Source: an optimization exercise on an open RTL-to-GDS flow (aim: small area and a short achievable clock period). Production flows keep margins and buffers that such runs may drop.
Where RTL was checked, it was by simulation tests only, not by an equivalence proof against the original.

==> build 95 <==
==> flow/design.v (excerpt) <==
module hw_cn119652311a_alu (
    input         clk,
    input         rst_n,
    input         wr_en,
    input         rd_en,
    input  [11:0] addr,
    input  [31:0] wr_data,
    output reg [31:0] rd_data,
    output reg    irq
);
    function [1:0] f_inc;
        input [1:0] x;
        case (x)
            2'b00: f_inc = 2'b01;
            2'b01: f_inc = 2'b10;
            default: f_inc = 2'b00;
        endcase
    endfunction
    function [1:0] f_dec;
        input [1:0] x;
        case (x)
            2'b00: f_dec = 2'b10;
            2'b10: f_dec = 2'b01;
            default: f_dec = 2'b00;
        endcase
    endfunction
    function [1:0] f_tsum;
        input [1:0] x, y;
        case (x)
            2'b00: f_tsum = y;
            2'b01: f_tsum = f_inc(y);
            default: f_tsum = f_dec(y);
        endcase
    endfunction
    function f_carry;
        input [1:0] x, y;
        f_carry = (x == 2'b10 && (y == 2'b01 || y == 2'b10)) ||
                  (y == 2'b10 && (x == 2'b01 || x == 2'b10));
    endfunction
  ...
Settings: LEC_CHECK=0, ABC_CLOCK_PERIOD_IN_PS=4500, CAP_MARGIN=20, CORE_MARGIN=2, CORE_UTILIZATION=50, SETUP_SLACK_MARGIN=4.5, SLEW_MARGIN=20; clock period 10.0 ns.
run.sh (not shown) runs the stock make flow with config.mk's settings and CLKGATE_MAP_FILE= SYNTH_SCRIPT=/design/flow/synth_recipe.tcl, a recipe that flattens the netlist after the stock synthesis.
==> trial 8 (differences from build 95) <==
--- a/flow/design.v
+++ b/flow/design.v
@@ -9,24 +9,12 @@
         input [1:0] x, y;
         begin
             tm[0] = (x == 2'b01 && y == 2'b01) || (x == 2'b10 && y == 2'b10);
             tm[1] = (x == 2'b01 && y == 2'b10) || (x == 2'b10 && y == 2'b01);
         end
     endfunction
-    function [1:0] tadd;
-        input [1:0] x, y;
-        reg [2:0] s;
-        begin
-            s = x + y;
-            case (s)
-                3'd0, 3'd3: tadd = 2'd0;
-                3'd1, 3'd4: tadd = 2'd1;
-                default:    tadd = 2'd2;
-            endcase
-        end
-    endfunction
     function [6:0] blk;
         input [3:0] x, y;
         input [1:0] cm;
         reg [1:0] p0, t1, p1r, p1, y11, p2r, p2;
         reg c0, c1, c2;
         begin
@@ -40,70 +28,49 @@
             p2r = tadd(y11, {1'b0, c1});
             c2  = c1 && (y11 == 2'b10);
             p2  = (cm == 2'b10) ? tadd(p2r, 2'b01) : p2r;
             blk = {c2, p2, p1, p0};
         end
     endfunction
-    function [3:0] tfa3;
-        input [1:0] x, y, z;
-        reg [2:0] s;
+    function [1:0] tadd;
+        input [1:0] x, y;
+        reg x0, y0;
         begin
-            s = x + y + z;
-            case (s)
-                3'd0: tfa3 = {2'd0, 2'd0};
-                3'd1: tfa3 = {2'd0, 2'd1};
-                3'd2: tfa3 = {2'd0, 2'd2};
-                3'd3: tfa3 = {2'd1, 2'd0};
-                3'd4: tfa3 = {2'd1, 2'd1};
-                3'd5: tfa3 = {2'd1, 2'd2};
-                default: tfa3 = {2'd2, 2'd0};
-            endcase
+            x0 = ~x[0] & ~x[1];
+            y0 = ~y[0] & ~y[1];
+            tadd[0] = (x0 & y[0]) | (x[0] & y0) | (x[1] & y[1]);
+            tadd[1] = (x0 & y[1]) | (x[1] & y0) | (x[0] & y[0]);
         end
     endfunction
-    function [3:0] tha2;
+    function tgen;
         input [1:0] x, y;
-        reg [2:0] s;
-        begin
-            s = x + y;
-            case (s)
-                3'd0: tha2 = {2'd0, 2'd0};
-                3'd1: tha2 = {2'd0, 2'd1};
-                3'd2: tha2 = {2'd0, 2'd2};
-                3'd3: tha2 = {2'd1, 2'd0};
-                default: tha2 = {2'd1, 2'd1};
-            endcase
-        end
+        tgen = (x[0] & y[1]) | (x[1] & y[0]) | (x[1] & y[1]);
     endfunction
-    function tgen;    
+    function tprop;
         input [1:0] x, y;
-        reg [2:0] s;
-        begin
-            s = x + y;
-            tgen = (s >= 3'd3);
-        end
+        tprop = (x[0] & y[0]) | (x[1] & ~y[0] & ~y[1]) | (y[1] & ~x[0] & ~x[1]);
     endfunction
-    function tprop;   
+    function [3:0] tha2;
         input [1:0] x, y;
-        reg [2:0] s;
+        tha2 = {1'b0, tgen(x, y), tadd(x, y)};
+    endfunction
+    function [3:0] tfa3;
+        input [1:0] x, y, z;
+        reg [1:0] u;
+        reg cu, cz;
         begin
-            s = x + y;
-            tprop = (s == 3'd2);
+            u  = tadd(x, y);
+            cu = tgen(x, y);
+            cz = tgen(u, z);
+            tfa3 = {cu & cz, cu ^ cz, tadd(u, z)};
         end
     endfunction
-    function [1:0] tdig;   
+    function [1:0] tdig;
         input [1:0] x, y;
         input c;
-        reg [2:0] s;
-        begin
-            s = x + y + c;
-            case (s)
-                3'd0, 3'd3: tdig = 2'd0;
-                3'd1, 3'd4: tdig = 2'd1;
-                default:    tdig = 2'd2;
-            endcase
-        end
+        tdig = tadd(tadd(x, y), {1'b0, c});
     endfunction
     wire [6:0] pp_lm, pp_lh, pp_ml, pp_mm, pp_mh, pp_hl, pp_hm, pp_hh;
     assign pp_ll = blk(a[3:0],  b[3:0],  comp);
     assign pp_lm = blk(a[3:0],  b[7:4],  comp);
     assign pp_lh = blk(a[3:0],  b[11:8], comp);
     assign pp_ml = blk(a[7:4],  b[3:0],  comp);
ABC_AREA = 1   (was not set)
ABC_CLOCK_PERIOD_IN_PS = not set   (was 4500)
SETUP_SLACK_MARGIN = 4.2   (was 4.5)
==> trial 23 (differences from build 95) <==
ABC_CLOCK_PERIOD_IN_PS = not set   (was 4500)
CORE_UTILIZATION = 40   (was 50)
SETUP_SLACK_MARGIN = not set   (was 4.5)
==> build 88 (differences from build 95) <==
--- a/flow/design.v
+++ b/flow/design.v
@@ -9,24 +9,12 @@
         input [1:0] x, y;
         begin
             tm[0] = (x == 2'b01 && y == 2'b01) || (x == 2'b10 && y == 2'b10);
             tm[1] = (x == 2'b01 && y == 2'b10) || (x == 2'b10 && y == 2'b01);
         end
     endfunction
-    function [1:0] tadd;
-        input [1:0] x, y;
-        reg [2:0] s;
-        begin
-            s = x + y;
-            case (s)
-                3'd0, 3'd3: tadd = 2'd0;
-                3'd1, 3'd4: tadd = 2'd1;
-                default:    tadd = 2'd2;
-            endcase
-        end
-    endfunction
     function [6:0] blk;
         input [3:0] x, y;
         input [1:0] cm;
         reg [1:0] p0, t1, p1r, p1, y11, p2r, p2;
         reg c0, c1, c2;
         begin
@@ -40,70 +28,49 @@
             p2r = tadd(y11, {1'b0, c1});
             c2  = c1 && (y11 == 2'b10);
             p2  = (cm == 2'b10) ? tadd(p2r, 2'b01) : p2r;
             blk = {c2, p2, p1, p0};
         end
     endfunction
-    function [3:0] tfa3;
-        input [1:0] x, y, z;
-        reg [2:0] s;
+    function [1:0] tadd;
+        input [1:0] x, y;
+        reg x0, y0;
         begin
-            s = x + y + z;
-            case (s)
-                3'd0: tfa3 = {2'd0, 2'd0};
-                3'd1: tfa3 = {2'd0, 2'd1};
-                3'd2: tfa3 = {2'd0, 2'd2};
-                3'd3: tfa3 = {2'd1, 2'd0};
-                3'd4: tfa3 = {2'd1, 2'd1};
-                3'd5: tfa3 = {2'd1, 2'd2};
-                default: tfa3 = {2'd2, 2'd0};
-            endcase
+            x0 = ~x[0] & ~x[1];
+            y0 = ~y[0] & ~y[1];
+            tadd[0] = (x0 & y[0]) | (x[0] & y0) | (x[1] & y[1]);
+            tadd[1] = (x0 & y[1]) | (x[1] & y0) | (x[0] & y[0]);
         end
     endfunction
-    function [3:0] tha2;
+    function tgen;
         input [1:0] x, y;
-        reg [2:0] s;
-        begin
-            s = x + y;
-            case (s)
-                3'd0: tha2 = {2'd0, 2'd0};
-                3'd1: tha2 = {2'd0, 2'd1};
-                3'd2: tha2 = {2'd0, 2'd2};
-                3'd3: tha2 = {2'd1, 2'd0};
-                default: tha2 = {2'd1, 2'd1};
-            endcase
-        end
+        tgen = (x[0] & y[1]) | (x[1] & y[0]) | (x[1] & y[1]);
     endfunction
-    function tgen;    
+    function tprop;
         input [1:0] x, y;
-        reg [2:0] s;
-        begin
-            s = x + y;
-            tgen = (s >= 3'd3);
-        end
+        tprop = (x[0] & y[0]) | (x[1] & ~y[0] & ~y[1]) | (y[1] & ~x[0] & ~x[1]);
     endfunction
-    function tprop;   
+    function [3:0] tha2;
         input [1:0] x, y;
-        reg [2:0] s;
+        tha2 = {1'b0, tgen(x, y), tadd(x, y)};
+    endfunction
+    function [3:0] tfa3;
+        input [1:0] x, y, z;
+        reg [1:0] u;
+        reg cu, cz;
         begin
-            s = x + y;
-            tprop = (s == 3'd2);
+            u  = tadd(x, y);
+            cu = tgen(x, y);
+            cz = tgen(u, z);
+            tfa3 = {cu & cz, cu ^ cz, tadd(u, z)};
         end
     endfunction
-    function [1:0] tdig;   
+    function [1:0] tdig;
         input [1:0] x, y;
         input c;
-        reg [2:0] s;
-        begin
-            s = x + y + c;
-            case (s)
-                3'd0, 3'd3: tdig = 2'd0;
-                3'd1, 3'd4: tdig = 2'd1;
-                default:    tdig = 2'd2;
-            endcase
-        end
+        tdig = tadd(tadd(x, y), {1'b0, c});
     endfunction
     wire [6:0] pp_lm, pp_lh, pp_ml, pp_mm, pp_mh, pp_hl, pp_hm, pp_hh;
     assign pp_ll = blk(a[3:0],  b[3:0],  comp);
     assign pp_lm = blk(a[3:0],  b[7:4],  comp);
     assign pp_lh = blk(a[3:0],  b[11:8], comp);
     assign pp_ml = blk(a[7:4],  b[3:0],  comp);
ABC_AREA = 1   (was not set)
ABC_CLOCK_PERIOD_IN_PS = not set   (was 4500)
SETUP_SLACK_MARGIN = not set   (was 4.5)
==> impl_metrics.yaml <==
outcome:
  outcome: "no timing/DRC/antenna violations"
global_route:
  grt_pass1_wl_um: 123900
  grt_pass1_vias: 19850
  met2_usage_pct: 54.55
die:
  die_x_um: 224.4
placed_design:
  place_area_um2: 26090
final_layout:
  layout_commonest_cell: "dfrtp_1"
  num-multi-input-gates: 1593
  multi_input_area_um2: 15510
logic_synthesis:
  synth.yosys.seq_area_share_pct: 40.05
  synth-simple-area-share_pct: 10.26
  synth_top_family_by_area: "multiplexers"
power_and_ir_drop:
  comb_power_mw: 0.153
  combPwrFrac_pct: 4.6
route:
  drt_iter0_drc: 1835
sta:
  timing.final.ws_setup_ns: 1.383
critical_path:
  critPathLaunchType: "flip-flop"
  cp_top_family: "adder cells"
  r2r_cells: 37
hold_path:
  min_to: "irq_enable[4]$_DFFE_PN0P_"
Source of the figures above: build 95

==> impl_metrics.yaml <==
power_and_ir_drop:
  combPwrFrac_pct: 4.0
  comb_power_mw: 0.129
hold_path:
  min_to: "approx_cfg[4]$_DFFE_PN0P_"
logic_synthesis:
  synth.yosys.seq_area_share_pct: 40.05
  synth_top_family_by_area: "multiplexers"
final_layout:
  multi_input_area_um2: 13740
global_route:
  met2_usage_pct: 40.90
  grt_pass1_wl_um: 116300
outcome:
  outcome: "no timing/DRC/antenna violations"
critical_path:
  cp_top_family: "adder cells"
Source of the figures above: trial 23

==> impl_metrics.yaml <==
outcome:
  outcome: "no timing/DRC/antenna violations"
global_route:
  grt_pass1_vias: 21622
  met2_usage_pct: 58.06
power_and_ir_drop:
  combPwrFrac_pct: 4.0
  comb_power_mw: 0.132
critical_path:
  r2r_cells: 31
  critPathLaunchType: "input pin"
  cp_top_family: "buffers and inverters"
final_layout:
  layout_commonest_cell: "nand2_1"
  num-multi-input-gates: 2232
hold_path:
  min_to: "alu_cmd[25]$_DFFE_PN0P_"
logic_synthesis:
  synth_top_family_by_area: "simple AND/OR/NAND/NOR gates"
  synth-simple-area-share_pct: 25.55
  synth.yosys.seq_area_share_pct: 42.57
die:
  die_x_um: 217.8
route:
  drt_iter0_drc: 2628
Source of the figures above: trial 8

==> impl_metrics.yaml <==
final_layout:
  multi_input_area_um2: 11410
  num-multi-input-gates: 2231
  layout_commonest_cell: "nand2_1"
  inverters: 311
power_and_ir_drop:
  comb_power_mw: 0.117
  combPwrFrac_pct: 3.5
logic_synthesis:
  synthAdderAreaFrac_pct: 2.519
  synth.yosys.seq_area_share_pct: 42.57
  synth-simple-area-share_pct: 25.55
hold_path:
  min_to: "alu_small[1]$_DFFE_PN0P_"
sta:
  fin_hold_ws_ns: 0.4849
  timing.final.ws_setup_ns: 1.566
route:
  drt_iter0_drc: 1878
outcome:
  outcome: "no timing/DRC/antenna violations"
die:
  die_x_um: 217.8
critical_path:
  critPathLaunchType: "input pin"
  r2r_cells: 31
global_route:
  met2_usage_pct: 56.06
  grt_pass1_wl_um: 121000
Source of the figures above: build 88

The RTL of trial 8 and build 88 was laid out without a check of its function.

what the ideal ports hide:
No port has a modelled driver above. Below, the same layouts with a new extraction and two added sets of constraints. Step 1 sets driving cells, clkbuf_16 on the clock port and buf_2 on the other inputs (assumed; they add their load-dependent delay and slew). Step 2 moves the port delays by t, midway between the first and last clock arrival at a register: inputs arrive t later, outputs are due t later. That takes back most of the time a late clock gives input paths. Three values: no drivers, after step 1, after step 2; two values: the first two.
| run | t (ns) | setup slack, ns | hold slack, ns | worst setup path after step 2 | worst slew at a driven data input, ns |
|---|---|---|---|---|---|
| build 95 | 0.617 | 1.383 / 1.383 / 1.383 | 0.481 / 0.481 / 0.481 | register to register | 0.07 |
| trial 8 | 0.609 | 3.678 / 3.641 / 3.641 | 0.483 / 0.483 / 0.483 | input to output | 0.06 |
| trial 23 | 0.595 | 0.509 / 0.509 / 0.509 | 0.487 / 0.487 / 0.487 | register to register | 0.08 |
| build 88 | 0.607 | 1.566 / 1.541 / 1.541 | 0.485 / 0.485 / 0.485 | input to output | 0.07 |
After both steps every run listed still meets setup and hold. The setup slack of trial 8, which loses most, moves by -0.037 ns with the drivers and by -0.037 ns with both steps.
